From an optimization exercise on the open Yosys and OpenROAD flow, aimed at small area, a short achievable clock period and few clock cycles; shortcuts taken in it are not production practice. Only simulation tests tie the RTL to the original design; equivalence was not proved. Power and IR drop assume default switching activity.

==> flow/design.v <==
module div (
    input wire clk,
    input wire rst_n,
    input wire [32-1:0] dividend_i,
    input wire [32-1:0] divisor_i,
    input wire                       start_i,
    input wire                       ctrl_ready_i,
    input wire [                3:0] op_i,
    output wire [32-1:0] result_o,
    output reg                        busy_o,
    output reg                        valid_o
);
    localparam [1:0] S_IDLE = 2'd0, S_PREP = 2'd1, S_ITER = 2'd2, S_FIN = 2'd3;
    reg  [1:0] state;
    reg [31:0] r;       
    reg [31:0] x;       
    reg [31:0] q;       
    reg  [4:0] cnt;
    reg  [4:0] pa, pb;  
    reg        sa, sb;  
    reg        is_rem;   
    reg        cin;      
    function automatic [4:0] msb32(input [31:0] v);
        reg [7:0] nz;
        reg [1:0] p [0:7];
        reg [2:0] g;
        integer i;
        begin
            for (i = 0; i < 8; i = i + 1) begin
                nz[i]   = |v[4*i+:4];
                p[i][1] = v[4*i+3] | v[4*i+2];
                p[i][0] = v[4*i+3] | (~v[4*i+2] & v[4*i+1]);
            end
            g[2] = |nz[7:4];
            g[1] = g[2] ? (nz[7] | nz[6]) : (nz[3] | nz[2]);
            g[0] = g[2] ? (nz[7] | (~nz[6] & nz[5])) : (nz[3] | (~nz[2] & nz[1]));
            msb32 = {g, p[g]};
        end
    endfunction
    wire        sgn_i = op_i[0] | op_i[2];
    wire        sa_i  = sgn_i & dividend_i[31];
    wire        sb_i  = sgn_i & divisor_i[31];
    wire [31:0] a_m   = dividend_i ^ {32{sa_i}};    
    wire [31:0] b_m   = divisor_i ^ {32{sb_i}};     
    wire [32:0] sum;
    wire        cout = sum[32];
    add32 u_add (.a(r), .b(x), .ci(cin), .s(sum));
    wire        prep = (state == S_PREP);
    wire [31:0] inc_in = prep ? r : (is_rem ? (r ^ {32{sa}}) : ~q);
    wire        inc_c  = (prep | is_rem) ? sa : 1'b1;
    wire [31:0] inc_out;
    inc32 u_inc (.a(inc_in), .ci(inc_c), .s(inc_out));
    wire [5:0] kk = {1'b0, pa} + {5'd0, sa} - {1'b0, pb};
    wire [4:0] k  = kk[4:0];
    reg  [31:0] x_init;
    always @(*) begin
        x_init = x;
        if (k[0]) x_init = {x_init[30:0], {1{~sb}}};
        if (k[1]) x_init = {x_init[29:0], {2{~sb}}};
        if (k[2]) x_init = {x_init[27:0], {4{~sb}}};
        if (k[3]) x_init = {x_init[23:0], {8{~sb}}};
        if (k[4]) x_init = {x_init[15:0], {16{~sb}}};
    end
    wire bz = ~sb & (&x);                           
    wire lt = ~cout;
    wire early = bz | ((sa & ~sb) ? kk[5] : lt);
    assign result_o = q;
    always @(posedge clk) begin
        if (!rst_n) begin
            state   <= S_IDLE;
            busy_o  <= 1'b0;
            valid_o <= 1'b0;
        end else begin
            case (state)
                S_IDLE: begin
                    if (ctrl_ready_i) begin
                        valid_o <= 1'b0;
                        if (start_i) begin
                            state  <= S_PREP;
                            busy_o <= 1'b1;
                        end
                    end
                end
                S_PREP: begin
                    if (early) begin
                        if (sa & is_rem) begin
                            state <= S_FIN;
                        end else begin
                            state   <= S_IDLE;
                            busy_o  <= 1'b0;
                            valid_o <= 1'b1;
                        end
                    end else begin
                        state <= S_ITER;
                    end
                end
                S_ITER: begin
                    if (cnt == 5'd0) begin
                        if (is_rem | (sa ^ sb)) begin
                            state <= S_FIN;
                        end else begin
                            state   <= S_IDLE;
                            busy_o  <= 1'b0;
                            valid_o <= 1'b1;
                        end
                    end
                end
                default: begin   
                    state   <= S_IDLE;
                    busy_o  <= 1'b0;
                    valid_o <= 1'b1;
                end
            endcase
        end
    end
    always @(posedge clk) begin
        pa <= msb32(a_m);
        pb <= msb32(b_m | {31'd0, sb_i});
        case (state)
            S_IDLE:  x <= ~b_m;
            S_PREP:  x <= x_init;
            default: x <= {1'b1, x[31:1]};
        endcase
        cnt <= (state == S_PREP) ? k : cnt - 5'd1;
        cin <= (state == S_IDLE) ? (sa_i | ~sb_i) : ~sb;
        case (state)
            S_IDLE: begin
                r      <= a_m;
                sa     <= sa_i;
                sb     <= sb_i;
                is_rem <= op_i[2] | op_i[3];
            end
            S_PREP: begin
                r <= inc_out;
                q <= is_rem ? inc_out : {32{bz}};
            end
            S_ITER: begin
                if (cout) r <= sum[31:0];
                q <= {q[30:0], cout};
            end
            default: begin   
                q <= inc_out;
            end
        endcase
    end
endmodule
module add32 (
    input  wire [31:0] a,
    input  wire [31:0] b,
    input  wire        ci,
    output wire [32:0] s
);
    reg [31:0] g [0:5];
    reg [31:0] p [0:5];
    integer l, i;
    always @(*) begin
        g[0] = a & b;
        p[0] = a ^ b;
        g[0][0] = g[0][0] | (p[0][0] & ci);
        for (l = 0; l < 5; l = l + 1) begin
            g[l+1] = g[l];
            p[l+1] = p[l];
            for (i = 0; i < 32; i = i + 1)
                if ((i >> l) & 1) begin
                    g[l+1][i] = g[l][i] | (p[l][i] & g[l][((i >> l) << l) - 1]);
                    p[l+1][i] = p[l][i] & p[l][((i >> l) << l) - 1];
                end
        end
    end
    assign s = {g[5][31], (a ^ b) ^ {g[5][30:0], ci}};
endmodule
module inc32 (
    input  wire [31:0] a,
    input  wire        ci,
    output wire [31:0] s
);
    reg [31:0] t [0:5];
    integer l, i;
    always @(*) begin
        t[0] = a;
        t[0][0] = a[0] & ci;
        for (l = 0; l < 5; l = l + 1) begin
            t[l+1] = t[l];
            for (i = 0; i < 32; i = i + 1)
                if ((i >> l) & 1) t[l+1][i] = t[l][i] & t[l][((i >> l) << l) - 1];
        end
    end
    assign s = a ^ {t[5][30:0], ci};
endmodule
==> flow/flow/run.sh <==
#!/bin/bash
# The standard layout (the standard.sh, standard synthesis included),
# with the port buffers that ORFS inserts before global placement made
# from sky130_fd_sc_hd__buf_1 instead of the library's pick.
set -euo pipefail
export BUFFER_PORTS_ARGS="-buffer_cell sky130_fd_sc_hd__buf_1"
bash standard.sh > standard.log 2>&1
==> flow/standard.sh <==
#!/bin/bash
# synth_recipe.tcl (not shown) runs the flow's synth.tcl, then flattens the netlist and writes it again
# the make line also repeats each setting of config.mk as NAME=value (left out here)
make -C /OpenROAD-flow-scripts/flow DESIGN_CONFIG=/design/flow/config.mk WORK_HOME=/design/flow/orfs CLKGATE_MAP_FILE= SYNTH_SCRIPT=/design/flow/synth_recipe.tcl "${@:-finish}"
==> flow/config.mk <==
export PLATFORM = sky130hd
export DESIGN_NAME = div
export DESIGN_NICKNAME = div
export VERILOG_FILES = /design/flow/design.v
export SDC_FILE = /design/flow/constraint.sdc
export NUM_CORES = 4
export LEC_CHECK = 0
export ABC_AREA = 1
export CAP_MARGIN = 20
export CORE_MARGIN = 2
export CORE_UTILIZATION = 50
export CTS_BUF_LIST = sky130_fd_sc_hd__clkbuf_8
export PLACE_DENSITY = 0.55
export SETUP_SLACK_MARGIN = 4.9
export SLEW_MARGIN = 20
==> flow/constraint.sdc <==
create_clock -name core_clock -period 8.0 [get_ports {clk}]
set_input_delay 1.6000 -clock core_clock [delete_from_list [all_inputs] [get_ports {clk}]]
set_output_delay 1.6000 -clock core_clock [all_outputs]
set_load 0.01 [all_outputs]
==> results of run 1 <==
cell usage in the layout, fill, tap and decap left out, types with 12 or more instances in the layout:
| master | count |
|---|---|
| a31oi_1 | 18 |
| clkbuf_8 | 18 |
| nand4_1 | 20 |
| o221ai_1 | 23 |
| nor2_2 | 14 |
| a21oi_1 | 87 |
| buf_1 | 100 |
| inv_1 | 250 |
| nand2_2 | 35 |
| xor2_1 | 12 |
| o211ai_1 | 13 |
| o211ai_2 | 14 |
| dfxtp_1 | 49 |
| buf_4 | 63 |
| nand3_1 | 138 |
| nor2_4 | 14 |
| edfxtp_1 | 69 |
| or2_2 | 14 |
| o21ai_0 | 115 |
| nand2_1 | 782 |
| nor3_1 | 13 |
| nor2_1 | 121 |
| ha_1 | 46 |
routing by layer:
layer  GRT usage [%]  wire length (µm)
met1            45.9             19800
met2            52.5             20700
met3            8.55              4880
met5               0                13
met4            12.0              1490
critical path, delay by kind of cell, from the launching register on:
family / cells / cell delay, ps
adder cells (fa/ha/maj): 2 / 480
AND/OR/NAND/NOR: 4 / 750
flip-flops: 1 / 400
buffers and inverters: 4 / 590
AO/OA/AOI/OAI: 3 / 680
layout make-up:
type / count / area (µm²)
repair buffers: 194 / 1420
well taps: 324 / 405
clock buffers: 18 / 248
inverters: 262 / 1040
clock inverters: 14 / 146
fillers: 2481 / 9690
flip-flops and latches: 119 / 3070
multi-input cells: 1596 / 8340
repair inverters: 3 / 25.0
cells by family after synthesis:
family | synth area share, %
xor+xnor | 1.41
compound gates | 15.3
buf+inv | 11.6
simple gates | 39.5
mux | 1.04
fa+ha+maj | 6.44
flops | 24.7
timing repair:
action | in CTS | in global routing
gates cloned | 8 | 10
buffers inserted | 17 | 43
pin swaps | 7 | 31
endpoints found under the setup margin | 125 | 88
gates resized for setup | 62 | 97
worst max-delay path by stage:
stage,slack (ps),from,endpoint,depth (start not counted)
floorplan,4900,op_i[0],pa[0],14
global placement,3720,state[1],r[16],17
detailed placement,3660,state[1],r[16],17
CTS,4830,state[1],r[16],17
global route,4790,dividend_i[31],pa[0],16
finish,4930,sa,x[11],13
metrics by stage:
step / worst slack (ps) / std cells
global placement: 3720 / 2420
detailed placement: 3660 / 2420
CTS: 4830 / 2477
floorplan: 4900 / 2068
finish: 4930 / 2530
global route: 4790 / 2530
flip-flops by register name, summed over array words and instances, names as in the netlist:
register and cells:
sa 1, is_rem 1, state 2, x 32, pb 5, cnt 5, pa 5, q 32
r 32, busy_o 1, cin 1, sb 1, valid_o 1
power by group:
group          internal, mW  total, mW  leakage [nW]  switching (mW)
combinational          1.70       4.96          5.91            3.27
clock                 0.287      0.574         0.204           0.287
sequential             1.10       1.44          1.11           0.342
total                  3.08       6.98          7.22            3.90
==> metrics.md, run 1 <==
| Metric | Value |
|---|---|
| Hold slack | roughly 470 ps |
| Final setup fails | 0 |
| Leakage power | roughly 7.2 nW |
| MaxCap Viol Count | 0 |
| # diodes | 0 |
| Largest net degree at the start of global routing | 59 |
| Final ANT Viol Nets | 0 |
| Clock-pin slew on the worst setup and hold paths | roughly 80 ps |
| Final Cycle Share | around two fifths |
| Final wirelength | approximately 47 mm |
| Area contributors post-synth | nand2_1, edfxtp_1, dfxtp_1 |
| Cells after synthesis | 2068 |
| First-pass iteration count of the detailed router | 6 |
| Area grow syn2layout | 17.9% |
| Yosys top cell area share | 24.1% |
| Post-synth EDFFs | 69 |
| CP Launch Type | flop |
| DR vias | roughly 14000 |
| Hold Path Stages | 2 |
| Clock Sinks | 119 |
| Die Area | roughly 26000 µm² |
| Dpl hpwl | 31.6 mm |
| Slew @ Worst Pin | about 1100 ps |
| Total chip power | 6.98 mW |
| RSZ-0062 raised after global routing | yes |
| Synth top cells by count | nand2_1, inv_1, nand3_1 |
| Grt ovf | 0 |
| Initial antenna violation count | 1 |
| Detailed Route Iter0 Violations | 1500 |
| Die Y | 162 µm |
| Vias per cell | ~5.6 |
| Vias in the first global route | 12700 |
| Critical path arrival | 3370 ps |
| CTS tree | yes |
| Top Ports | around 110 |
| WS Path Type | reg2reg |
| Largest stage delay, worst path | 400 ps |
| Core box area | 24400 µm² |
| Clock skew | 18.1 ps |
| # DRC | 0 |
| Std-Cell Rows | 57 |
| Top-count cell post-synth | nand2_1 |
| Endpoint type of the worst setup path | flop |
| Root Driver | clkbuf_8 |
| CP max-delay cell | edfxtp_1 |
| Normalized max-slew margin | 23.6% |
| Final Max Slew Viols | 0 |
| RR Endpoint | x[11] |
| Yosys reg bits | 119 |
| Reg2Reg Setup Slack | 4930 ps |
| Placed Area | 13000 µm² |
| Netlist Area Pre-Place | 12500 µm² |
| Ys async rst share | 0% |
| Reg-to-reg startpoint | sa |
| GPL Wtd Cong | 0.905 |
| Worst r2r path cells | 13 |
| Synth unique cells | 49 |
| Final min period | around 3000 ps |
| Outcome | complete, no violations |
| Nets | approximately 2300 |
| Clock Latency Late Sink | roughly 460 ps |
| Hold Violations, Final | 0 |
| Worst hold endpoint | valid_o |
| Post-synthesis net count | between 2000 and 2500 |
| Register area share after synthesis | around 25% |
| GRT Overall Usage | 33.9% |
| Most used flip-flop cell after synthesis | edfxtp_1 |
| Biggest area consumer among synthesized cells | nand2_1 |
| CTS Buf Count | 17 |
| Die Wd | 162 µm |
| Synthesis Warnings | 8 |
| First-pass GRT wire length | roughly 69 mm |
| Synth Area per Inst | 6.03 µm² |
| TNS Setup | 0 ps |
| Final Util | 60.3% |
| Max H-tree Level | 4 |
| Fmax achieved | between 0.3 and 0.4 GHz |
| HP Class | reg2reg |
| Starting Density | between 50% and 60% |
| Hold_sp | valid_o |
| Routed len/inst | between 15 and 20 µm |
| Critical path data required time | 8300 ps |
| Maximum vdd drop | 0.000331 V |
| CTS Buffer Depth | 2 |
| Crit path max fanout | 12 |
| Share of layout cells above drive strength 1 | 12.5% |
| CTS Hold Bufs | 0 |
| PwrDens | around 470 nW/µm² |
| Fin area | ~15000 µm² |
| Cells along the critical path | inv_1 -> ha_1 -> inv_1 -> ha_1 -> a31o_2 -> or2_2 -> nand2_8 -> clkinvlp_4 -> buf_4 -> o21ai_1 -> nand2_1 -> nand2_1 -> o221ai_1 |
| Port bufs | ~100 |
Testbench counts, summed over its fixed seeds: cycles 63,187.
==> inputs of run 2 (changes only) <==
--- a/flow/config.mk
+++ b/flow/config.mk
@@ -12,4 +12,4 @@
 export CTS_BUF_LIST = sky130_fd_sc_hd__clkbuf_8
 export PLACE_DENSITY = 0.55
-export SETUP_SLACK_MARGIN = 4.9
+export SETUP_SLACK_MARGIN = 4.75
 export SLEW_MARGIN = 20
==> metrics.md, run 2 <==
| Metric | Value |
|---|---|
| Normalized max-slew margin | 29.9% |
| Routed len/inst | 18.0 µm |
| Grt ovf | 0 |
| Dpl hpwl | 31.4 mm |
| Area grow syn2layout | 12.8% |
| Area contributors post-synth | nand2_1, edfxtp_1, dfxtp_1 |
| Netlist Area Pre-Place | 12500 µm² |
| Largest regs | q (32), r (32), x (32) |
| Die Area | between 20000 and 30000 µm² |
| RR Endpoint | x[21] |
| Post-synthesis net count | between 2000 and 2500 |
| Final wirelength | 44.8 mm |
| Most used flip-flop cell after synthesis | edfxtp_1 |
| Largest stage delay, worst path | 390 ps |
| Vias in the first global route | 12400 |
| HP Class | reg2reg |
| WS Path Type | reg2reg |
| GPL Wtd Cong | 0.920 |
| Std-Cell Rows | 57 |
| Final ANT Viol Nets | 0 |
| Hold Path Stages | 2 |
| Multi-input gate area | ~8200 µm² |
| Die Y | 162 µm |
| Max H-tree Level | 4 |
| Leakage power | 6.92 nW |
| CTS Buf Count | 17 |
| Synth Area per Inst | 6.03 µm² |
| Hold_sp | valid_o |
| Cells along the critical path | inv_1 -> ha_1 -> ha_2 -> nand2_1 -> nand2_1 -> a31o_2 -> or2_2 -> nand2_8 -> clkinvlp_4 -> buf_4 -> o21ai_1 -> nand2_1 -> nand3_1 -> o221ai_1 |
| PwrDens | 483 nW/µm² |
| Commonest cells after routing, fill and taps aside | nand2_1, inv_1, nand3_1, nor2_1, o21ai_0 |
| Delay-heaviest family, CP | simple AND/OR/NAND/NOR gates |
| Final worst slack | between 4000 and 5000 ps |
| Most common cell after layout, fill and taps aside | nand2_1 |
| Final min period | between 3000 and 4000 ps |
| Register area share after synthesis | 24.7% |
| Starting Density | 51.1% |
| Share of layout cells above drive strength 1 | 9.39% |
| Reg-to-reg startpoint | pb[2] |
| Top Ports | 106 |
| Yosys top cell area share | between 20% and 30% |
| First-pass GRT wire length | 68.3 mm |
| Final Util | 57.7% |
| Fill count | 2580 |
| Final Cycle Share | 39.2% |
| TNS Setup | 0 ps |
| Post-synth EDFFs | 69 |
| Final Max Slew Viols | 0 |
| CP max-delay cell | or2_2 |
| Placed Area | 13000 µm² |
| Top-count cell post-synth | nand2_1 |
| Initial antenna violation count | 1 |
| Synth unique cells | 49 |
| Worst r2r path cells | 14 |
| Root Driver | clkbuf_8 |
| Fin area | 14100 µm² |
| Clock Latency Late Sink | 470 ps |
| GRT Overall Usage | 33.5% |
| CTS tree | yes |
| Critical path data required time | 8310 ps |
| RSZ-0062 raised after global routing | yes |
| Critical path arrival | 3450 ps |
| Levels on crit path | 14 |
| DR vias | around 14000 |
| Cells after synthesis | 2068 |
| Endpoint type of the worst setup path | flop |
| Core box area | 24400 µm² |
| Final setup fails | 0 |
| Reg2Reg Setup Slack | roughly 4900 ps |
| Pre-CTS setup slack | 3720 ps |
| Clock-pin slew on the worst setup and hold paths | 80 ps |
| Biggest area consumer among synthesized cells | nand2_1 |
| Crit path buffers/inverters | 3 |
| Port bufs | 104 |
| Detailed Route Iter0 Violations | 1561 |
| Outcome | complete, no violations |
| Hold Violations, Final | 0 |
| Ys async rst share | 0% |
| Yosys reg bits | 119 |
| Nets | 2282 |
| First-pass iteration count of the detailed router | 6 |
| Clock skew | 19.3 ps |
| Most common cell on crit path | nand2_1 |
| Maximum vdd drop | around 0.00031 V |
| # diodes | 0 |
| Synth top cells by count | nand2_1, inv_1, nand3_1 |
| Largest net degree at the start of global routing | a little under 60 |
| CP Launch Type | flop |
| Clock Sinks | 119 |
| # DRC | 0 |
| Die Wd | approximately 160 µm |
| Vias per cell | 5.60 |
| Register area | 3070 µm² |
| Fmax achieved | 0.319 GHz |
| Worst hold endpoint | valid_o |
| MaxCap Viol Count | 0 |
| CTS Buffer Depth | 2 |
| Crit path max fanout | 15 |
| Slew @ Worst Pin | 1050 ps |
| Synthesis Warnings | 8 |
-- run 2: cell type report --
cell class | count | area share, %
inverter | 262 | 7.36
sequential | 119 | 21.8
clock inverter | 15 | 1.59
clock buffer | 17 | 1.66
timing repair buffer | 150 | 6.17
timing repair inverter | 4 | 0.240
tap | 324 | 2.88
multi-input combinational | 1596 | 58.2
-- run 2: routing by layer --
| layer | routed length (µm) | track usage (%) |
|---|---|---|
| met4 | 1010 | 8.45 |
| met2 | 19900 | 52.3 |
| met5 | 13 | 0 |
| met1 | 19900 | 47.8 |
| met3 | 4010 | 5.95 |
-- run 2: metrics by stage --
stage	instances	total power, mW	hold WS [ps]
finish	2487	6.80	473
detailed placement	2419	5.71	460
CTS	2467	6.51	473
global placement	2419	5.66	453
global route	2487	7.35	505
floorplan	2068	4.53	435
-- run 2: power by group --
| part | total (mW) | internal [mW] | switching, mW |
|---|---|---|---|
| logic | 4.70 | 1.53 | 3.17 |
| registers | 1.43 | 1.10 | 0.328 |
| clock network | 0.664 | 0.372 | 0.292 |
| total | 6.80 | 3.00 | 3.79 |
-- run 2: cell families (layout without fill, tap and decap cells) --
| group | after synthesis | after routing | synth area share [%] |
|---|---|---|---|
| DFF | 119 | 119 | 24.7 |
| and+or+nand+nor | 1179 | 1183 | 39.5 |
| buffers and inverters | 357 | 448 | 11.6 |
| adders and majority gates | 60 | 60 | 6.44 |
| muxes | 13 | 13 | 1.04 |
| xor gates and xnor gates | 20 | 20 | 1.41 |
| AOI/OAI and AO/OA | 320 | 320 | 15.3 |
-- run 2: timing repair --
item                                    4_1_cts  5_1_grt
resized for setup                            39       53
endpoints found under the setup margin      119       75
gates cloned                                  6        4
setup buffers                                10       16
pin swaps                                     4       11
hold buffers                                  0        0
-- run 2: worst max-delay path by stage --
stage,slack [ps],start,to
4_1_cts,4750,state[1],r[8]
2_1_floorplan,4760,r[0],r[0]
6_report,4860,pb[2],x[21]
5_1_grt,4690,op_i[0],pa[0]
3_5_place_dp,3720,state[1],r[16]
3_3_place_gp,3760,state[1],r[16]
-- run 2: tightest hold or removal path, stage by stage (launching register included) --
cell,delay (ps)
dfxtp_1,320
nand2_1,60
a21oi_1,50
==> inputs of run 3 (changes only) <==
--- a/flow/design.v
+++ b/flow/design.v
@@ -62,5 +62,5 @@
         if (k[4]) x_init = {x_init[15:0], {16{~sb}}};
     end
-    wire bz = ~sb & (&x);                           
+    wire bz = ~sb & (pb == 5'd0) & x[0];
     wire lt = ~cout;
     wire early = bz | ((sa & ~sb) ? kk[5] : lt);
==> metrics.md, run 3 <==
| Metric | Value |
|---|---|
| CTS Buf Count | 17 |
| GPL Wtd Cong | 0.910 |
| Detailed Route Iter0 Violations | 1435 |
| Top Ports | 106 |
| WS Path Type | reg2reg |
| Critical path arrival | ~3400 ps |
| Synth Area per Inst | 6.03 µm² |
| CTS tree | yes |
| Die Wd | 160 µm |
| Starting Density | 50.5% |
| Yosys top cell area share | approximately a quarter |
| Clock skew | 14.9 ps |
| Worst r2r path cells | 16 |
| Leakage power | 6.83 nW |
| Hold Path Stages | 1 |
| Endpoint type of the worst setup path | flop |
| Final Cycle Share | roughly two fifths |
| Fmax achieved | 0.313 GHz |
| Clock-pin slew on the worst setup and hold paths | 80 ps |
| Hold_sp | cnt[0] |
| Largest regs | q (32), r (32), x (32) |
| Cells along the critical path | inv_1 -> ha_1 -> inv_1 -> ha_1 -> fa_2 -> buf_12 -> clkinvlp_4 -> buf_6 -> nand2_1 -> o21ai_0 -> nand2_1 -> o21ai_0 -> a21oi_1 -> o21ai_1 -> nand3_1 -> nand3_1 |
| RR Endpoint | x[30] |
| RSZ-0062 raised after global routing | yes |
| Crit path max fanout | 12 |
| Placed Area | 12700 µm² |
| CP max-delay cell | fa_2 |
| Post-synth EDFFs | around 70 |
| Ys async rst share | 0% |
| Register area share after synthesis | 25.3% |
| First-pass iteration count of the detailed router | 8 |
| Routed len/inst | between 15 and 20 µm |
| Synthesis Warnings | 8 |
| Area grow syn2layout | 13.6% |
| Post-synthesis net count | 2151 |
| Most used flip-flop cell after synthesis | edfxtp_1 |
| Share of layout cells above drive strength 1 | about 8.7% |
| Commonest cells after routing, fill and taps aside | nand2_1, inv_1, nand3_1, nor2_1, o21ai_0 |
| Area contributors post-synth | nand2_1, edfxtp_1, dfxtp_1 |
| First-pass GRT wire length | approximately 65 mm |
| Reg-to-reg startpoint | sa |
| Final worst slack | 4800 ps |
| Final wirelength | 42.7 mm |
| Worst hold endpoint | cnt[0] |
| PwrDens | 476 nW/µm² |
| Max H-tree Level | 4 |
| Netlist Area Pre-Place | 12200 µm² |
| Cells after synthesis | 2019 |
| Clock Latency Late Sink | 460 ps |
| Largest net degree at the start of global routing | 67 |
| Final setup fails | 0 |
| Pre-CTS setup slack | 3270 ps |
| Synth top cells by count | nand2_1, inv_1, nor2_1 |
| MaxCap Viol Count | 0 |
| Fin area | 13800 µm² |
| HP Class | reg2reg |
| Initial antenna violation count | 0 |
| Largest stage delay, worst path | 590 ps |
| DR vias | about 14000 |
| Dpl hpwl | 30.3 mm |
| Maximum vdd drop | around 0.00028 V |
| Yosys reg bits | between 100 and 150 |
| Hold Violations, Final | 0 |
| CP Launch Type | flop |
| Root Driver | clkbuf_8 |
| Die Y | roughly 160 µm |
| Biggest area consumer among synthesized cells | nand2_1 |
| Vias per cell | 5.58 |
| CTS Buffer Depth | 2 |
| Final ANT Viol Nets | 0 |
| GRT Overall Usage | 32.6% |
| Slew @ Worst Pin | 859 ps |
| Synth unique cells | 50 |
| Fill count | 2555 |
| Std-Cell Rows | 57 |
| Final Max Slew Viols | 0 |
| Normalized max-slew margin | 42.7% |
| # diodes | 0 |
| # DRC | 0 |
| Hold slack | 448 ps |
| Outcome | complete, no violations |
| Critical path data required time | 8200 ps |
| Vias in the first global route | 11900 |
| Clock Sinks | 119 |
| Nets | 2234 |
| Reg2Reg Setup Slack | between 4000 and 5000 ps |
| Top-count cell post-synth | nand2_1 |
| Final min period | between 3000 and 4000 ps |
| Die Area | 25600 µm² |
| Grt ovf | 0 |
| Most common cell after layout, fill and taps aside | nand2_1 |
| Core box area | 24100 µm² |
| Port bufs | 104 |
| TNS Setup | 0 ps |
run 3: cell count changes after synthesis, sizes merged, moves of 5 or more:
cell / delta
nand3: -6
inv: -9
o221ai: -7
a21oi: -10
o21ai: +11
or2: -7
nor3: -5
a22oi: +6
nand2: -33
run 3: worst max-delay path by stage:
stage                    from  endpoint  slack (ps)  cells after the start
2_1_floorplan  dividend_i[31]     pa[0]        4760                     16
4_1_cts              state[1]     r[16]        4720                     20
5_1_grt              state[1]     r[16]        4680                     19
3_5_place_dp         state[1]     r[16]        3270                     20
6_report                   sa     x[30]        4800                     16
3_3_place_gp         state[1]     r[16]        3400                     20
run 3: cell families after synthesis:
family,synth area share (%)
compound gates,16.4
fa+ha+maj,6.60
mux,1.32
flops,25.3
buf+inv,11.6
simple gates,37.5
xor+xnor,1.37
run 3: area by class of cell:
type / count / area, µm² / share of cell area (%)
repair buffers: 151 / 933 / 6.75
repair inverters: 4 / 26.3 / 0.190
clock inverters: 12 / 173 / 1.25
well taps: 324 / 405 / 2.93
clock buffers: 20 / 275 / 1.99
multi-input cells: 1554 / 7940 / 57.4
inverters: 255 / 1000 / 7.24
flip-flops and latches: 119 / 3070 / 22.2
run 3: what timing repair did:
action                     in CTS  in global routing
gates cloned                    8                  3
setup buffers                  11                 16
gates resized for setup        45                 56
setup endpoints to repair     138                 98
hold buffers                    0                  0
pin swaps                       2                  8
run 3: worst max-delay path, delay by kind of cell (launching register included):
family	cells	cell delay [ps]
adder cells (fa/ha/maj)	3	1080
buffers and inverters	5	660
AO/OA/AOI/OAI	4	540
flip-flops	1	350
AND/OR/NAND/NOR	4	300
run 3: per-stage QoR:
step	total power [mW]	std cells	util [%]
floorplan	4.39	2019	-
global placement	5.45	2369	52.5
detailed placement	5.50	2369	52.5
CTS	6.35	2420	55.9
global route	7.12	2439	57.3
finish	6.58	2439	57.3
run 3: routing by layer:
layer,vias to the layer above,part of all wire [%],global-route usage [%]
met4,0,2.3,10.0
met5,-,0,0
met1,6207,46,46.9
met2,643,43,50.0
li1,6711,-,-
met3,51,8.6,5.43
run 3: power by group:
| group | leakage, nW | internal, mW | total, mW | switching (mW) |
|---|---|---|---|---|
| registers | 1.11 | 1.10 | 1.42 | 0.317 |
| logic | 5.48 | 1.53 | 4.52 | 2.99 |
| clock network | 0.235 | 0.364 | 0.644 | 0.280 |
| total | 6.83 | 2.99 | 6.58 | 3.59 |
Testbench counts of run 3, summed over its fixed seeds: cycles 63,187.
==> inputs of run 4 (changes only) <==
--- a/flow/config.mk
+++ b/flow/config.mk
@@ -11,4 +11,5 @@
 export CORE_UTILIZATION = 50
 export CTS_BUF_LIST = sky130_fd_sc_hd__clkbuf_8
+export GPL_ROUTABILITY_DRIVEN = 0
 export PLACE_DENSITY = 0.55
 export SETUP_SLACK_MARGIN = 4.75
==> metrics.md, run 4 <==
| Metric | Value |
|---|---|
| Endpoint type of the worst setup path | flop |
| WS Path Type | reg2reg |
| Yosys top cell area share | 24.1% |
| Area contributors post-synth | nand2_1, edfxtp_1, dfxtp_1 |
| Largest regs | q (32), r (32), x (32) |
| Top Ports | 106 |
| Post-synth EDFFs | 69 |
| Vias per cell | about 5.6 |
| RSZ-0062 raised after global routing | yes |
| Cells after synthesis | roughly 2000 |
| CP Launch Type | flop |
| Critical path data required time | 8200 ps |
| Crit path max fanout | 12 |
| Area grow syn2layout | 13.6% |
| Commonest cells after routing, fill and taps aside | nand2_1, inv_1, nand3_1, nor2_1, o21ai_0 |
| DR vias | ~14000 |
| Biggest area consumer among synthesized cells | nand2_1 |
| Synth Area per Inst | 6.03 µm² |
| Most used flip-flop cell after synthesis | edfxtp_1 |
| Die Y | 160 µm |
| CTS tree | yes |
| First-pass iteration count of the detailed router | 8 |
| HP Class | reg2reg |
| Clock skew | 14.9 ps |
| Netlist Area Pre-Place | ~12000 µm² |
| Dpl hpwl | 30.3 mm |
| Critical path arrival | 3400 ps |
| Fmax achieved | between 0.3 and 0.4 GHz |
| Placed Instances | roughly 2400 |
| Die Area | 25600 µm² |
| Synth unique cells | 50 |
| Final Cycle Share | between 30% and 40% |
| # diodes | 0 |
| Most common cell after layout, fill and taps aside | nand2_1 |
| Max H-tree Level | 4 |
| First-pass GRT wire length | 65.3 mm |
| PwrDens | between 400 and 500 nW/µm² |
| Synth top cells by count | nand2_1, inv_1, nor2_1 |
| Core box area | 24100 µm² |
| MaxCap Viol Count | 0 |
| Leakage power | 6.83 nW |
| Final Max Slew Viols | 0 |
| Clock Sinks | approximately 120 |
| Critical Path Start | sa |
| GRT Overall Usage | 32.6% |
| Root Driver | clkbuf_8 |
| # DRC | 0 |
| CTS Buf Count | 17 |
| Total chip power | between 6 and 7 mW |
| Vias in the first global route | 11900 |
| Reg-to-reg startpoint | sa |
| Normalized max-slew margin | about 43% |
| Slew @ Worst Pin | 859 ps |
| Final ANT Viol Nets | 0 |
| Ys async rst share | 0% |
| Outcome | complete, no violations |
| Hold Violations, Final | 0 |
| Nets | approximately 2200 |
| TNS Setup | 0 ps |
| Final min period | 3200 ps |
| Port bufs | 104 |
| Detailed Route Iter0 Violations | 1435 |
| Post-synthesis net count | 2151 |
| Final wirelength | 42.7 mm |
| Initial antenna violation count | 0 |
| Hold_sp | cnt[0] |
| Routed len/inst | 17.5 µm |
| Synthesis Warnings | 8 |
| Top-count cell post-synth | nand2_1 |
| Post-Layout Cell Count | around 2400 |
| Maximum vdd drop | 0.000281 V |
| Hold slack | roughly 450 ps |
| Std-Cell Rows | 57 |
| Register area share after synthesis | 25.3% |
| Die Wd | around 160 µm |
| Clock-pin slew on the worst setup and hold paths | 80 ps |
| Yosys reg bits | 119 |
| CTS Buffer Depth | 2 |
| Share of layout cells above drive strength 1 | 8.75% |
| Starting Density | between 50% and 60% |
| Grt ovf | 0 |
| Largest net degree at the start of global routing | 67 |
| Clock Latency Late Sink | 460 ps |
| Final setup fails | 0 |
| CTS Hold Bufs | 0 |
[run 4: routing by layer]
layer / GRT usage [%] / share of wire (%) / up-vias
li1: - / - / 6711
met4: 10.0 / 2.3 / 0
met3: 5.43 / 8.6 / 51
met5: 0 / 0 / -
met2: 50.0 / 43 / 643
met1: 46.9 / 46 / 6207
[run 4: final timing paths]
kind	endpoint	slack, ps	cells after the start
max	x[30]	4800	16
min	cnt[0]	450	1
max reg2reg	x[30]	4800	16
min reg2reg	cnt[0]	450	1
[run 4: report_power, final]
| part | total [mW] | internal, mW | switching (mW) |
|---|---|---|---|
| logic | 4.52 | 1.53 | 2.99 |
| registers | 1.42 | 1.10 | 0.317 |
| clock network | 0.644 | 0.364 | 0.280 |
| total | 6.58 | 2.99 | 3.59 |
[run 4: metrics by stage]
stage	worst slack, ps	util (%)	area [µm²]
final	4800	57.3	13800
after global placement	3400	52.5	12700
after CTS	4720	55.9	13500
after detailed placement	3270	52.5	12700
after global routing	4680	57.3	13800
after floorplan	4760	-	12200
[run 4: cell families (layout without fill, tap and decap cells)]
family | Yosys count | after routing | share of synthesized area, %
buf+inv | 349 | 442 | 11.6
mux | 16 | 16 | 1.32
simple gates | 1124 | 1127 | 37.5
flops | 119 | 119 | 25.3
fa+ha+maj | 60 | 60 | 6.60
compound gates | 332 | 332 | 16.4
xor+xnor | 19 | 19 | 1.37
[run 4: area by class of cell]
type,instances,area [µm²]
repair buffers,151,933
multi-input cells,1554,7940
clock buffers,20,275
inverters,255,1000
flip-flops and latches,119,3070
repair inverters,4,26.3
clock inverters,12,173
well taps,324,405
fillers,2555,10300
[run 4: critical path, stage by stage, from the launching register on]
cell        delay (ps)
edfxtp_1           350
inv_1               80
ha_1               270
inv_1               30
ha_1               220
fa_2               590
buf_12             160
clkinvlp_4         200
buf_6              190
nand2_1             50
o21ai_0            130
nand2_1             90
o21ai_0            130
a21oi_1            170
o21ai_1            110
nand3_1            100
nand3_1             60
[run 4: what timing repair did]
item	4_1_cts	5_1_grt
gates resized for setup	45	56
endpoints found under the setup margin	138	98
buffers inserted	11	16
endpoints found under the hold margin	0	0
gates cloned	8	3
pin swaps	2	8
==> inputs of run 5 (changes only) <==
--- a/flow/config.mk
+++ b/flow/config.mk
@@ -9,7 +9,6 @@
 export CAP_MARGIN = 20
 export CORE_MARGIN = 2
-export CORE_UTILIZATION = 50
+export CORE_UTILIZATION = 45
 export CTS_BUF_LIST = sky130_fd_sc_hd__clkbuf_8
-export GPL_ROUTABILITY_DRIVEN = 0
 export PLACE_DENSITY = 0.55
 export SETUP_SLACK_MARGIN = 4.75
==> metrics.md, run 5 <==
| Metric | Value |
|---|---|
| Most common cell after layout, fill and taps aside | nand2_1 |
| Normalized max-slew margin | approximately two fifths |
| Share of layout cells above drive strength 1 | 9.49% |
| Vias in the first global route | roughly 12000 |
| Synthesis Warnings | 8 |
| Busiest grt layer | met2 |
| Placed Area | 12700 µm² |
| M2 GR Usage | 47.8% |
| Synth Area per Inst | 6.03 µm² |
| Post-synthesis net count | between 2000 and 2500 |
| Biggest area consumer among synthesized cells | nand2_1 |
| Fill count | 2814 |
| Post-synthesis simple-gate area fraction | 37.5% |
| Hold slack | 446 ps |
| Hold_sp | busy_o |
| Reg2Reg Setup Slack | 4830 ps |
| # DRC | 0 |
| Detailed Route Iter0 Violations | 1261 |
| Vias per cell | 5.47 |
| Synth top cells by count | nand2_1, inv_1, nor2_1 |
| Final Util | 52.0% |
| Root Driver | clkbuf_8 |
| Final wirelength | roughly 45 mm |
| Final setup fails | 0 |
| Most used flip-flop cell after synthesis | edfxtp_1 |
| Final Max Slew Viols | 0 |
| TNS Setup | 0 ps |
| Fin area | 13900 µm² |
| Max H-tree Level | 4 |
| Outcome | complete, no violations |
| Final Cycle Share | 39.7% |
| XOR/XNOR Fraction of Synth Area | 1.37% |
| Grt met3 use | 6.77% |
| Die Area | 28400 µm² |
| Mux contribution to synthesized area | 1.32% |
| Largest regs | q (32), r (32), x (32) |
| Synth unique cells | 50 |
| CTS Buffer Depth | 2 |
| CP Launch Type | flop |
| Largest family of logic cells by synthesized area | simple AND/OR/NAND/NOR gates |
| GPL Wtd Cong | between 0.8 and 0.9 |
| Compound-cell area share of the yosys netlist | 16.4% |
| Hold Violations, Final | 0 |
| Area contributors post-synth | nand2_1, edfxtp_1, dfxtp_1 |
| Fmax achieved | around 0.32 GHz |
| Critical path data required time | 8320 ps |
| CTS Buf Count | 17 |
| Largest net degree at the start of global routing | 69 |
| Slew @ Worst Pin | 911 ps |
| Netlist Area Pre-Place | 12200 µm² |
| Crit path max fanout | 28 |
| CTS tree | yes |
| # diodes | 0 |
| Met1 Use GR | roughly 43% |
| Area grow syn2layout | 14.3% |
| Worst r2r path cells | 17 |
| MaxCap Viol Count | 0 |
| Yosys top cell area share | 24.1% |
| Grt ovf | 0 |
| Yosys reg bits | 119 |
| Final ANT Viol Nets | 0 |
| WS Path Type | reg2reg |
| RSZ-0062 raised after global routing | yes |
| Nets | 2236 |
| Endpoint type of the worst setup path | flop |
| First-pass GRT wire length | 67.9 mm |
| Core box area | around 27000 µm² |
| Routed len/inst | 18.3 µm |
| Critical path arrival | 3490 ps |
| Initial antenna violation count | 0 |
| Commonest cells after routing, fill and taps aside | nand2_1, inv_1, nand3_1, o21ai_0, nor2_1 |
| Reg-to-reg startpoint | sa |
| Leakage power | 6.85 nW |
| Cells after synthesis | 2019 |
| Die Y | 168 µm |
| First-pass iteration count of the detailed router | 8 |
| Top Ports | 106 |
| Clock skew | 21.0 ps |
| Starting Density | between 40% and 50% |
| HP Class | reg2reg |
| Top-count cell post-synth | nand2_1 |
| Std-Cell Rows | 60 |
| RR Endpoint | x[8] |
| Port bufs | approximately 100 |
| Die Wd | between 150 and 200 µm |
| Dpl hpwl | 31.2 mm |
| Hold Path Stages | 2 |
| Register area share after synthesis | 25.3% |
| Clock Latency Late Sink | about 470 ps |
| Maximum vdd drop | roughly 0.00018 V |
| GRT Overall Usage | 31.2% |
| PwrDens | 475 nW/µm² |
| Clock-pin slew on the worst setup and hold paths | 90 ps |
| Adder-cell area share of the yosys netlist | 6.60% |
| Post-synth EDFFs | 69 |
| Ys async rst share | 0% |
| Worst hold endpoint | busy_o |
| DR vias | 13400 |
| Clock Sinks | 119 |
| Final min period | around 3200 ps |
## run 5: area by class of cell
class | instances | area (µm²) | share of cell area (%)
clock buffers | 19 | 262 | 1.88
clock inverters | 13 | 140 | 1.01
inverters | 255 | 987 | 7.10
multi-input cells | 1555 | 8000 | 57.6
flip-flops and latches | 119 | 3070 | 22.1
well taps | 341 | 427 | 3.07
repair buffers | 153 | 988 | 7.11
repair inverters | 3 | 21.3 | 0.153
## run 5: cells by family (layout without fill, tap and decap cells)
kind of cell	after synthesis	count (layout)
xor gates and xnor gates	19	19
buffers and inverters	349	443
muxes	16	16
adders and majority gates	60	60
and+or+nand+nor	1124	1128
DFF	119	119
AOI/OAI and AO/OA	332	332
## run 5: stage by stage
stage	std cells	setup slack [ps]	total power, mW
finish	2458	4830	6.60
global route	2458	4710	7.16
global placement	2388	3390	5.51
floorplan	2019	4760	4.39
detailed placement	2388	3350	5.54
CTS	2443	4730	6.39
## run 5: worst max-delay path by stage
| stage | startpoint | to | slack (ps) | cells past startpoint |
|---|---|---|---|---|
| floorplan | dividend_i[31] | pa[0] | 4760 | 16 |
| global placement | state[1] | r[16] | 3390 | 20 |
| detailed placement | state[1] | q[17] | 3350 | 18 |
| CTS | state[1] | q[17] | 4730 | 18 |
| global route | sa | r[16] | 4710 | 18 |
| finish | sa | x[8] | 4830 | 17 |
## run 5: where the power goes
group	internal, mW	leakage (nW)	total [mW]	switching, mW
clock	0.297	0.213	0.597	0.300
sequential	1.10	1.11	1.42	0.320
combinational	1.55	5.53	4.58	3.03
total	2.95	6.85	6.60	3.65
## run 5: timing repair
item,in CTS,in global routing
buffers inserted,14,13
gates cloned,9,2
gates resized for setup,46,78
hold buffers,0,0
setup endpoints to repair,102,80
pin swaps,6,15
## run 5: metal layers
| metal | part of all wire, % | vias up |
|---|---|---|
| met5 | 0 | - |
| met4 | 3.3 | 0 |
| met3 | 9.1 | 71 |
| met2 | 43 | 561 |
| met1 | 45 | 6096 |
| li1 | - | 6719 |
## run 5: worst max-delay path: stages, from the launching register on
cell and delay [ps]:
edfxtp_1 390, inv_2 60, ha_1 270, inv_1 40, ha_2 190, fa_2 390
xor2_2 220, buf_12 190, clkinv_1 70, buf_4 230, nor2_2 160, inv_1 70
o21ai_0 110, nand2_1 80, o21ai_1 120, nand2_1 110, a22oi_1 180, o21ai_0 110
==> inputs of run 6 (changes only) <==
--- a/flow/config.mk
+++ b/flow/config.mk
@@ -9,7 +9,7 @@
 export CAP_MARGIN = 20
 export CORE_MARGIN = 2
-export CORE_UTILIZATION = 45
+export CORE_UTILIZATION = 50
 export CTS_BUF_LIST = sky130_fd_sc_hd__clkbuf_8
-export PLACE_DENSITY = 0.55
+export PLACE_DENSITY = 0.65
 export SETUP_SLACK_MARGIN = 4.75
 export SLEW_MARGIN = 20
==> metrics.md, run 6 <==
| Metric | Value |
|---|---|
| Synthesis Warnings | 8 |
| Netlist Area Pre-Place | 12200 µm² |
| Final wirelength | 42.1 mm |
| Die Y | between 150 and 200 µm |
| Detailed Route Iter0 Violations | 1344 |
| Post-synthesis net count | around 2200 |
| GRT Overall Usage | 31.6% |
| Clock-pin slew on the worst setup and hold paths | 80 ps |
| Max H-tree Level | 4 |
| Vias in the first global route | roughly 12000 |
| Critical path arrival | 3500 ps |
| Initial antenna violation count | 1 |
| First-pass GRT wire length | 64.0 mm |
| DR vias | ~14000 |
| Die Area | approximately 26000 µm² |
| Top-count cell post-synth | nand2_1 |
| DR WL met2 | 18.4 mm |
| Area grow syn2layout | 14.1% |
| Critical path data required time | 8340 ps |
| WS Path Type | in2reg |
| CTS Hold Bufs | 0 |
| Final Cycle Share | approximately two fifths |
| # DRC | 0 |
| Post-synth EDFFs | 69 |
| Dpl hpwl | 29.8 mm |
| HP Class | reg2reg |
| Maximum vdd drop | approximately 0.00024 V |
| Share of layout cells above drive strength 1 | 9.00% |
| Reg2Reg Setup Slack | 4850 ps |
| Hold slack | 446 ps |
| Post-Layout Cell Count | approximately 2400 |
| Slew @ Worst Pin | 803 ps |
| RR Endpoint | x[30] |
| Register area share after synthesis | about a quarter |
| Grt ovf | 0 |
| # diodes | 0 |
| CTS Buffer Depth | 2 |
| RSZ-0062 raised after global routing | yes |
| Outcome | complete, no violations |
| Normalized max-slew margin | 46.4% |
| Largest net degree at the start of global routing | 70 |
| Total chip power | 6.58 mW |
| Core box area | 24100 µm² |
| Final ANT Viol Nets | 0 |
| Die Wd | approximately 160 µm |
| Worst r2r path cells | 16 |
| PwrDens | 474 nW/µm² |
| CP Launch Type | primary input |
| Clock Latency Late Sink | 470 ps |
| Reg-to-reg startpoint | sa |
| Yosys top cell area share | 24.1% |
| MaxCap Viol Count | 0 |
| Area contributors post-synth | nand2_1, edfxtp_1, dfxtp_1 |
| Fill count | 2497 |
| Register area | between 3000 and 4000 µm² |
| Starting Density | 50.5% |
| CTS tree | yes |
| Clock Sinks | 119 |
| Top layer in use | met5 |
| Critical Path Start | op_i[2] |
| Port bufs | 104 |
| Leakage power | 6.85 nW |
| First-pass iteration count of the detailed router | 8 |
| Ys async rst share | 0% |
| Endpoint type of the worst setup path | flop |
| Yosys reg bits | roughly 120 |
| Fmax achieved | ~0.32 GHz |
| Biggest area consumer among synthesized cells | nand2_1 |
| Commonest cells after routing, fill and taps aside | nand2_1, inv_1, nand3_1, nor2_1, o21ai_0 |
| Crit path max fanout | 6 |
| Vias per cell | 5.59 |
| Setup crit end | pa[0] |
| Final Max Slew Viols | 0 |
| Final setup fails | 0 |
| Met3 routed WL | between 3 and 4 mm |
| Cells after synthesis | 2019 |
| Nets | 2241 |
| Hold Violations, Final | 0 |
| Synth unique cells | 50 |
| Largest regs | q (32), r (32), x (32) |
| Std-Cell Rows | 57 |
| Synth Area per Inst | 6.03 µm² |
| Clock skew | 19.9 ps |
| Final min period | about 3200 ps |
| Routed len/inst | 17.2 µm |
| Most used flip-flop cell after synthesis | edfxtp_1 |
| Root Driver | clkbuf_8 |
| GPL Wtd Cong | just under 1 |
| CTS Buf Count | 17 |
| Top Ports | 106 |
| TNS Setup | 0 ps |
| Placed Instances | 2368 |
| Most common cell after layout, fill and taps aside | nand2_1 |
| Synth top cells by count | nand2_1, inv_1, nor2_1 |
| Multi-input gate area | 7970 µm² |
| M1 WL | 18.5 mm |
run 6: worst min-delay path by stage:
stage	startpoint	endpoint	slack, ps	depth (start not counted)
floorplan	cnt[0]	cnt[0]	410	1
global placement	cnt[0]	cnt[0]	430	1
detailed placement	cnt[0]	cnt[0]	440	1
CTS	cnt[0]	cnt[0]	450	1
global route	cnt[0]	cnt[0]	470	1
finish	busy_o	busy_o	450	2
run 6: area by class of cell:
class | instances | area share (%)
clock buffers | 21 | 2.08
clock inverters | 11 | 1.11
inverters | 255 | 7.29
multi-input cells | 1555 | 57.4
flip-flops and latches | 119 | 22.2
well taps | 324 | 2.92
repair buffers | 158 | 6.89
repair inverters | 3 | 0.153
run 6: cells by family (layout without fill, tap and decap cells):
group / Yosys count / after routing / synth area share (%)
multiplexers: 16 / 16 / 1.32
AO/OA/AOI/OAI: 332 / 332 / 16.4
buffers and inverters: 349 / 448 / 11.6
flip-flops: 119 / 119 / 25.3
adder cells (fa/ha/maj): 60 / 60 / 6.60
XOR/XNOR: 19 / 19 / 1.37
AND/OR/NAND/NOR: 1124 / 1128 / 37.5
run 6: metal layers:
| metal | global-route usage [%] | up-vias |
|---|---|---|
| met5 | 0 | - |
| met4 | 8.11 | 2 |
| met3 | 5.38 | 85 |
| met2 | 50.8 | 674 |
| met1 | 44.3 | 6185 |
| li1 | - | 6718 |
run 6: through the flow:
step	area [µm²]	setup slack (ps)	utilization (%)
4_1_cts	13400	4740	55.6
2_1_floorplan	12200	4760	-
3_5_place_dp	12700	3320	52.5
5_1_grt	13900	4700	57.6
3_3_place_gp	12600	3450	52.5
6_report	13900	4840	57.6
run 6: what timing repair did:
item	4_1_cts	5_1_grt
endpoints found under the setup margin	106	98
resized for setup	43	63
buffers inserted	10	26
pin swaps	3	12
gates cloned	7	3
run 6: where the power goes:
group	internal, mW	leakage [nW]	switching, mW	total [mW]
Combinational	1.53	5.51	2.98	4.52
Clock	0.369	0.238	0.268	0.637
Sequential	1.10	1.11	0.325	1.43
Total	3.00	6.85	3.58	6.58
run 6: worst max-delay path, cell delays in order:
cell	delay, ps
clkbuf_2	120
nor2_4	250
nor2_4	80
buf_2	180
nand2_1	70
nand2_1	90
nor2_1	100
nand2_1	80
nor2_2	170
nand2_2	120
nor2_4	140
nor2_4	50
nand3b_1	110
nor2_1	50
nor2_1	160
nand3_1	120
==> inputs of run 7 (changes only) <==
--- a/flow/config.mk
+++ b/flow/config.mk
@@ -12,4 +12,4 @@
 export CTS_BUF_LIST = sky130_fd_sc_hd__clkbuf_8
 export PLACE_DENSITY = 0.65
-export SETUP_SLACK_MARGIN = 4.75
+export SETUP_SLACK_MARGIN = 4.85
 export SLEW_MARGIN = 20
==> metrics.md, run 7 <==
| Metric | Value |
|---|---|
| DR vias | about 14000 |
| Post-synth EDFFs | 69 |
| CP max-delay cell | fa_2 |
| Share of layout cells above drive strength 1 | 11.6% |
| Final setup fails | 0 |
| CTS tree | yes |
| Largest family of logic cells by synthesized area | simple AND/OR/NAND/NOR gates |
| Synthesis Warnings | 8 |
| Final Util | 59.2% |
| Outcome | complete, no violations |
| Yosys top cell area share | 24.1% |
| Switch share | 54.7% |
| Maximum vdd drop | 0.000211 V |
| Critical path data required time | 8210 ps |
| Ys async rst share | 0% |
| Initial antenna violation count | 0 |
| Post-synthesis simple-gate area fraction | a little under two fifths |
| Cells along the critical path | inv_2 -> ha_4 -> inv_2 -> ha_4 -> fa_2 -> buf_12 -> clkinvlp_4 -> buf_12 -> mux2i_1 -> inv_1 -> nand2_1 -> o21ai_0 -> mux2i_1 -> nand2_1 -> nand3_1 -> nand3_1 |
| Most common cell after layout, fill and taps aside | nand2_1 |
| Routed len/inst | 17.6 µm |
| Final min period | between 3000 and 4000 ps |
| Post-synthesis net count | approximately 2200 |
| Critical path arrival | 3360 ps |
| Top Ports | 106 |
| Clock network fraction of total power | 8.2% |
| Dpl hpwl | ~30 mm |
| Top-count cell post-synth | nand2_1 |
| Clock Latency Late Sink | ~470 ps |
| Commonest cells after routing, fill and taps aside | nand2_1, inv_1, nand3_1, nor2_1, o21ai_0 |
| CP Launch Type | flop |
| XOR/XNOR Fraction of Synth Area | 1.37% |
| Placed Area | approximately 13000 µm² |
| Final ANT Viol Nets | 0 |
| Die Area | 25600 µm² |
| First-pass iteration count of the detailed router | 6 |
| Yosys reg bits | 119 |
| Vias per cell | 5.60 |
| Synth Area per Inst | around 6.0 µm² |
| Nets | 2260 |
| Crit path max fanout | 8 |
| Comb pwr share | ~70% |
| Largest net degree at the start of global routing | 70 |
| Clock Sinks | 119 |
| Core box area | 24100 µm² |
| Max H-tree Level | 4 |
| Slew @ Worst Pin | about 810 ps |
| RSZ-0062 raised after global routing | yes |
| GRT Overall Usage | 32.7% |
| Final wirelength | between 40 and 50 mm |
| First-pass GRT wire length | 65.4 mm |
| Die Y | between 150 and 200 µm |
| Port bufs | approximately 100 |
| Synth unique cells | 50 |
| Flop pwr share | 21.2% |
| CTS Buffer Depth | 2 |
| TNS Setup | 0 ps |
| Root Driver | clkbuf_8 |
| Fmax achieved | 0.318 GHz |
| Most used flip-flop cell after synthesis | edfxtp_1 |
| # diodes | 0 |
| Synth top cells by count | nand2_1, inv_1, nor2_1 |
| CTS Hold Bufs | 0 |
| Netlist Area Pre-Place | 12200 µm² |
| Biggest area consumer among synthesized cells | nand2_1 |
| Final Max Slew Viols | 0 |
| Register area share after synthesis | about a quarter |
| Largest regs | q (32), r (32), x (32) |
| Clock skew | about 13 ps |
| Mux contribution to synthesized area | 1.32% |
| Vias in the first global route | approximately 12000 |
| Adder-cell area share of the yosys netlist | ~6.6% |
| Fin area | between 10000 and 15000 µm² |
| Largest stage delay, worst path | 600 ps |
| Compound-cell area share of the yosys netlist | approximately 16% |
| WS Path Type | reg2reg |
| CTS Buf Count | 17 |
| Hold Violations, Final | 0 |
| Total chip power | just under 7 mW |
| Endpoint type of the worst setup path | flop |
| Starting Density | 50.5% |
| Final Cycle Share | 39.3% |
| Die Wd | ~160 µm |
| Detailed Route Iter0 Violations | 1381 |
| Normalized max-slew margin | between 40% and 50% |
| Grt ovf | 0 |
| Cells after synthesis | about 2000 |
| Leakage power | ~7 nW |
| Clock-pin slew on the worst setup and hold paths | 70 ps |
| GPL Wtd Cong | 0.955 |
| Area grow syn2layout | 17.4% |
| Area contributors post-synth | nand2_1, edfxtp_1, dfxtp_1 |
| Switch Pwr | 3.68 mW |
| PwrDens | approximately 470 nW/µm² |
| Cell Int Power | 3.05 mW |
| HP Class | reg2reg |
| # DRC | 0 |
| Std-Cell Rows | 57 |
| MaxCap Viol Count | 0 |
run 7: cell counts after synthesis:
No cell type changed its count.
run 7: cell families after synthesis:
group           Yosys count
compound gates          332
simple gates           1124
mux                      16
fa+ha+maj                60
xor+xnor                 19
flops                   119
buf+inv                 349
run 7: worst max-delay path, delay by kind of cell, from the launching register on:
kind	cells	cell delay, ps
compound gates	1	100
fa+ha+maj	3	1020
buf+inv	6	680
flops	1	370
mux	2	390
simple gates	4	320
run 7: power by group through the flow:
| stage | registers, mW | logic, mW | clock network, mW |
|---|---|---|---|
| finish | 1.43 | 4.75 | 0.551 |
| global route | 1.45 | 5.24 | 0.578 |
| CTS | 1.42 | 4.36 | 0.553 |
| detailed placement | 1.44 | 4.07 | 0 |
| global placement | 1.43 | 4.01 | 0 |
| floorplan | 1.33 | 3.07 | 0 |
run 7: final timing paths:
| check | from | endpoint | slack (ps) | depth (start not counted) |
|---|---|---|---|---|
| setup / recovery | sa | x[30] | 4850 | 16 |
| hold / removal | cnt[0] | cnt[0] | 440 | 1 |
| setup reg to reg | sa | x[30] | 4850 | 16 |
| hold reg to reg | cnt[0] | cnt[0] | 440 | 1 |
run 7: metrics by stage:
step | setup WS, ps | hold slack (ps) | std cells
5_1_grt | 4760 | 467 | 2465
3_5_place_dp | 3590 | 435 | 2370
2_1_floorplan | 4850 | 411 | 2019
4_1_cts | 4810 | 445 | 2425
6_report | 4850 | 443 | 2465
3_3_place_gp | 3590 | 427 | 2370
run 7: per-layer routing:
layer | vias to the layer above | GRT usage, % | wire length, µm
met3 | 116 | 6.36 | 4260
met5 | - | 0 | 0
met4 | 0 | 11.8 | 1790
li1 | 6761 | - | -
met2 | 692 | 51.8 | 18900
met1 | 6232 | 44.6 | 18500
run 7: area by class of cell:
cell class / instances / area (µm²)
Timing Repair inverter: 4 / 31.3
Multi-Input combinational cell: 1555 / 8140
Inverter: 255 / 1020
Clock buffer: 17 / 234
Timing Repair Buffer: 176 / 1240
Sequential cell: 119 / 3080
Fill cell: 2471 / 9820
Clock inverter: 15 / 136
Tap cell: 324 / 405
run 7: what timing repair did:
item,CTS,global route
cloned,11,2
pin swaps,7,28
endpoints found under the setup margin,119,85
setup buffers,12,38
gates resized for setup,63,112
==> inputs of run 8 (changes only) <==
--- a/flow/config.mk
+++ b/flow/config.mk
@@ -12,4 +12,4 @@
 export CTS_BUF_LIST = sky130_fd_sc_hd__clkbuf_8
 export PLACE_DENSITY = 0.65
-export SETUP_SLACK_MARGIN = 4.85
+export SETUP_SLACK_MARGIN = 4.8
 export SLEW_MARGIN = 20
==> metrics.md, run 8 <==
| Metric | Value |
|---|---|
| Final Util | 58.5% |
| Yosys reg bits | 119 |
| Ys async rst share | 0% |
| Yosys top cell area share | 24.1% |
| Delay-heaviest family, CP | adder cells |
| Dpl hpwl | ~30 mm |
| Clock-pin slew on the worst setup and hold paths | approximately 70 ps |
| Clock skew | 14.2 ps |
| GRT Overall Usage | 32.0% |
| CTS Buf Count | 17 |
| Final Max Slew Viols | 0 |
| Top-count cell post-synth | nand2_1 |
| Normalized max-slew margin | about 44% |
| Most common cell after layout, fill and taps aside | nand2_1 |
| Vias in the first global route | 12200 |
| Final ANT Viol Nets | 0 |
| RSZ-0062 raised after global routing | yes |
| Endpoint type of the worst setup path | flop |
| Most common cell on crit path | nand2_1 |
| Synth unique cells | 50 |
| Die Area | 25600 µm² |
| WS Path Type | reg2reg |
| PwrDens | 473 nW/µm² |
| Core box area | approximately 24000 µm² |
| Outcome | complete, no violations |
| Die Wd | 160 µm |
| Biggest area consumer among synthesized cells | nand2_1 |
| Final setup fails | 0 |
| Commonest cells after routing, fill and taps aside | nand2_1, inv_1, nand3_1, nor2_1, o21ai_0 |
| Root Driver | clkbuf_8 |
| Share of layout cells above drive strength 1 | 10.1% |
| Multi-input gate area | 8040 µm² |
| Routed len/inst | roughly 17 µm |
| # diodes | 0 |
| Leakage power | slightly below 7 nW |
| Final min period | 3100 ps |
| MaxCap Viol Count | 0 |
| Crit path max fanout | 5 |
| HP Class | reg2reg |
| First-pass GRT wire length | 64.9 mm |
| Critical path data required time | 8340 ps |
| Synthesis Warnings | 8 |
| Cells along the critical path | inv_2 -> ha_4 -> inv_2 -> ha_4 -> fa_2 -> buf_12 -> clkinvlp_4 -> buf_8 -> buf_4 -> nand2_1 -> nand2_1 -> nand2_1 -> o21ai_0 -> mux2i_1 -> nand2_1 -> nand3_1 -> nand3_1 |
| Clock Sinks | 119 |
| Final wirelength | 42.1 mm |
| TNS Setup | 0 ps |
| Area grow syn2layout | 15.8% |
| Netlist Area Pre-Place | 12200 µm² |
| First-pass iteration count of the detailed router | 7 |
| Port bufs | 104 |
| Hold Violations, Final | 0 |
| CP max-delay cell | fa_2 |
| Largest net degree at the start of global routing | 65 |
| Largest stage delay, worst path | 600 ps |
| Fmax achieved | about 0.32 GHz |
| Top Ports | 106 |
| Area contributors post-synth | nand2_1, edfxtp_1, dfxtp_1 |
| Most used flip-flop cell after synthesis | edfxtp_1 |
| Detailed Route Iter0 Violations | around 1700 |
| GPL Wtd Cong | 0.973 |
| Final Cycle Share | roughly two fifths |
| Post-synthesis net count | 2151 |
| Vias per cell | 5.57 |
| Initial antenna violation count | 0 |
| Grt ovf | 0 |
| Starting Density | 50.5% |
| Max H-tree Level | 4 |
| Largest regs | q (32), r (32), x (32) |
| Slew @ Worst Pin | 838 ps |
| Clock Latency Late Sink | approximately 460 ps |
| Synth top cells by count | nand2_1, inv_1, nor2_1 |
| Register area share after synthesis | 25.3% |
| Critical path arrival | 3450 ps |
| Register area | 3070 µm² |
| Synth Area per Inst | 6.03 µm² |
| # DRC | 0 |
| Nets | roughly 2300 |
| CTS Buffer Depth | 2 |
| CTS tree | yes |
| Die Y | 160 µm |
| CP Launch Type | flop |
| Maximum vdd drop | 0.000188 V |
| Crit path buffers/inverters | 6 |
| Std-Cell Rows | 57 |
| DR vias | roughly 14000 |
| Cells after synthesis | 2019 |
| CTS Hold Bufs | 0 |
| Post-synth EDFFs | 69 |
| Fill count | 2471 |
[run 8: cell types whose count changed in the layout (fill, tap and decap cells not counted), sizes merged]
cell    previous run  this run
bufinv             2         3
bufbuf             3         1
clkinv            11         6
inv              256       258
nor2             153       152
clkbuf            20        26
buf              170       161
[run 8: kinds of logic after synthesis]
family	count (synthesis)	share of synthesized area [%]
xor+xnor	19	1.37
simple gates	1124	37.5
mux	16	1.32
buf+inv	349	11.6
compound gates	332	16.4
fa+ha+maj	60	6.60
flops	119	25.3
[run 8: area by class of cell]
cell class / count / area share [%]
tap: 324 / 2.88
multi-input combinational: 1554 / 57.0
clock inverter: 14 / 1.01
timing repair inverter: 3 / 0.169
inverter: 255 / 7.16
timing repair buffer: 170 / 8.16
sequential: 119 / 21.8
clock buffer: 18 / 1.76
[run 8: through the flow]
step / cell area (µm²) / setup slack [ps] / cells / hold slack, ps / total power [mW]
after floorplan: 12200 / 4810 / 2019 / 411 / 4.39
after global placement: 12700 / 3610 / 2368 / 426 / 5.41
after detailed placement: 12700 / 3630 / 2368 / 431 / 5.47
after CTS: 13500 / 4790 / 2427 / 440 / 6.28
after global routing: 14100 / 4740 / 2457 / 444 / 7.22
final: 14100 / 4900 / 2457 / 436 / 6.66
[run 8: final timing paths]
kind,cells after the start,startpoint,slack [ps],to
max,17,sa,4900,x[29]
min,1,cnt[0],440,cnt[0]
max reg2reg,17,sa,4900,x[29]
min reg2reg,1,cnt[0],440,cnt[0]
[run 8: worst reg2reg max path, cell delays in order (launching register included)]
cell and delay, ps:
edfxtp_1 400, inv_2 70, ha_4 260, inv_2 40, ha_4 160, fa_2 600, buf_12 130, clkinvlp_4 150
buf_8 180, buf_4 140, nand2_1 60, nand2_1 70, nand2_1 50, o21ai_0 110, mux2i_1 290, nand2_1 140
nand3_1 90, nand3_1 70
[run 8: timing repair]
item                                    4_1_cts  5_1_grt
resized for setup                            49       90
pin swaps                                     4       17
endpoints found under the setup margin      131       98
buffers inserted                             21       24
gates cloned                                  6        6
[run 8: per-layer routing]
metal	routed length [µm]	share of wire, %	global-route usage, %
met5	0	0	0
met4	1440	3.4	10.9
met1	18700	44	46.0
met2	18200	43	49.4
met3	3800	9.0	4.60
[run 8: report_power, final]
part | internal (mW) | leakage [nW] | switching [mW]
Sequential | 1.10 | 1.11 | 0.320
Clock | 0.308 | 0.215 | 0.264
Combinational | 1.64 | 5.63 | 3.03
Total | 3.05 | 6.95 | 3.62
==> inputs of run 9 (changes only) <==
--- a/flow/config.mk
+++ b/flow/config.mk
@@ -11,5 +11,5 @@
 export CORE_UTILIZATION = 50
 export CTS_BUF_LIST = sky130_fd_sc_hd__clkbuf_8
-export PLACE_DENSITY = 0.65
-export SETUP_SLACK_MARGIN = 4.8
+export PLACE_DENSITY = 0.55
+export SETUP_SLACK_MARGIN = 4.65
 export SLEW_MARGIN = 20
==> metrics.md, run 9 <==
| Metric | Value |
|---|---|
| Outcome | complete, no violations |
| Synthesis Warnings | 8 |
| Slew @ Worst Pin | around 910 ps |
| MaxCap Viol Count | 0 |
| DR WL met2 | ~19 mm |
| Top-count cell post-synth | nand2_1 |
| Share of layout cells above drive strength 1 | 7.48% |
| First-pass iteration count of the detailed router | 6 |
| Placed Instances | 2369 |
| Leakage power | 6.71 nW |
| Hold Path Stages | 2 |
| Clock skew | 28.9 ps |
| Top Ports | 106 |
| Hold Violations, Final | 0 |
| Synth unique cells | 50 |
| CTS Buffer Depth | 2 |
| Multi-input gate area | 7880 µm² |
| First-pass GRT wire length | 64.9 mm |
| Post-Layout Cell Count | around 2400 |
| Register area share after synthesis | 25.3% |
| Vias in the first global route | 11800 |
| Commonest cells after routing, fill and taps aside | nand2_1, inv_1, nand3_1, nor2_1, o21ai_0 |
| Hold_sp | busy_o |
| Compound-cell area share of the yosys netlist | 16.4% |
| Dpl hpwl | 30.3 mm |
| GRT Overall Usage | about 32% |
| CTS tree | yes |
| PwrDens | 476 nW/µm² |
| DR vias | 13500 |
| Final setup fails | 0 |
| Biggest area consumer among synthesized cells | nand2_1 |
| Detailed Route Iter0 Violations | 1509 |
| HP Class | reg2reg |
| Initial antenna violation count | 0 |
| Top layer in use | met4 |
| Std-Cell Rows | 57 |
| XOR/XNOR Fraction of Synth Area | 1.37% |
| Yosys top cell area share | 24.1% |
| WS Path Type | reg2reg |
| Clock-pin slew on the worst setup and hold paths | 100 ps |
| Area grow syn2layout | 11.4% |
| M1 WL | 19.7 mm |
| Grt ovf | 0 |
| Ys async rst share | 0% |
| Post-synth EDFFs | around 70 |
| Reg2Reg Setup Slack | 4710 ps |
| Final min period | 3290 ps |
| Die Y | 160 µm |
| Clock Latency Late Sink | between 400 and 500 ps |
| Post-synthesis simple-gate area fraction | 37.5% |
| Largest family of logic cells by synthesized area | simple AND/OR/NAND/NOR gates |
| Crit path max fanout | 14 |
| Final Cycle Share | 41.1% |
| GPL Wtd Cong | 0.940 |
| Vias per cell | 5.55 |
| Final ANT Viol Nets | 0 |
| CTS Buf Count | 17 |
| Most used flip-flop cell after synthesis | edfxtp_1 |
| Core box area | 24100 µm² |
| Max H-tree Level | 4 |
| Register area | 3080 µm² |
| TNS Setup | 0 ps |
| Adder-cell area share of the yosys netlist | 6.60% |
| Synth top cells by count | nand2_1, inv_1, nor2_1 |
| Die Area | 25600 µm² |
| Die Wd | around 160 µm |
| Maximum vdd drop | between 0.0003 and 0.0004 V |
| Cells after synthesis | 2019 |
| Port bufs | 104 |
| # diodes | 0 |
| Fill count | 2543 |
run 9: changes by cell type in the layout (fill, tap and decap cells not counted), moves of 5 or more:
cell,previous run,this run
nor2_1,125,133
buf_4,46,20
buf_12,10,4
nand2_1,767,774
o21ai_1,28,16
inv_2,8,3
o21ai_0,115,131
run 9: worst max-delay path: stages (launching register included):
cell and delay, ps:
edfxtp_1 420, inv_1 120, ha_1 230, inv_1 60, ha_2 200, fa_2 490
buf_12 180, clkinvlp_4 70, buf_6 160, mux2i_2 220, inv_1 80, nand2_1 50
o21ai_0 120, o21ai_0 330, nand2_1 160, nand3_1 140, o211ai_1 90
run 9: worst max-delay path by stage:
stage | start | end | slack (ps) | cells past startpoint
6_report | sa | x[26] | 4710 | 16
5_1_grt | op_i[0] | pa[1] | 4580 | 13
4_1_cts | op_i[0] | pa[1] | 4620 | 15
3_5_place_dp | state[1] | r[16] | 3280 | 20
3_3_place_gp | state[1] | r[16] | 3320 | 20
2_1_floorplan | dividend_i[31] | pa[0] | 4710 | 16
run 9: metrics by stage:
| stage | util (%) | area, µm² | hold WS (ps) | total power, mW | setup WS (ps) |
|---|---|---|---|---|---|
| after global placement | 52.5 | 12700 | 427 | 5.46 | 3320 |
| after CTS | 55.3 | 13300 | 447 | 6.24 | 4620 |
| after floorplan | - | 12200 | 411 | 4.39 | 4710 |
| after detailed placement | 52.5 | 12700 | 433 | 5.50 | 3280 |
| after global routing | 56.2 | 13600 | 463 | 6.98 | 4580 |
| final | 56.2 | 13600 | 445 | 6.45 | 4710 |
run 9: per-layer routing:
layer	vias up	global-route usage, %
li1	6686	-
met1	6112	46.8
met2	587	50.1
met3	68	5.58
met4	0	9.21
met5	-	0
run 9: kinds of logic after synthesis:
logic type                 Yosys count
and+or+nand+nor                   1124
muxes                               16
adders and majority gates           60
xor gates and xnor gates            19
AOI/OAI and AO/OA                  332
DFF                                119
buffers and inverters              349
run 9: layout make-up:
type | count | share of cell area (%)
Clock buffer | 18 | 1.83
Tap cell | 324 | 2.99
Inverter | 255 | 7.36
Clock inverter | 14 | 0.979
Timing Repair inverter | 2 | 0.120
Timing Repair Buffer | 137 | 5.85
Multi-Input combinational cell | 1554 | 58.2
Sequential cell | 119 | 22.7
run 9: power breakdown:
group | switching, mW | internal (mW) | leakage (nW)
sequential | 0.317 | 1.10 | 1.11
clock | 0.282 | 0.282 | 0.210
combinational | 2.99 | 1.48 | 5.39
total | 3.58 | 2.87 | 6.71
run 9: what timing repair did:
action / CTS / global route
resized for setup: 33 / 42
setup buffers: 10 / 3
gates cloned: 6 / 3
setup endpoints to repair: 104 / 88
pin swaps: 3 / 4

Setup slack of run 9, layout unchanged: 4.711 ns with ideal ports, 4.711 ns with driving cells assumed (clock clkbuf_16, inputs buf_2), 4.296 ns with port delays also shifted by the 0.514 ns mid clock arrival.
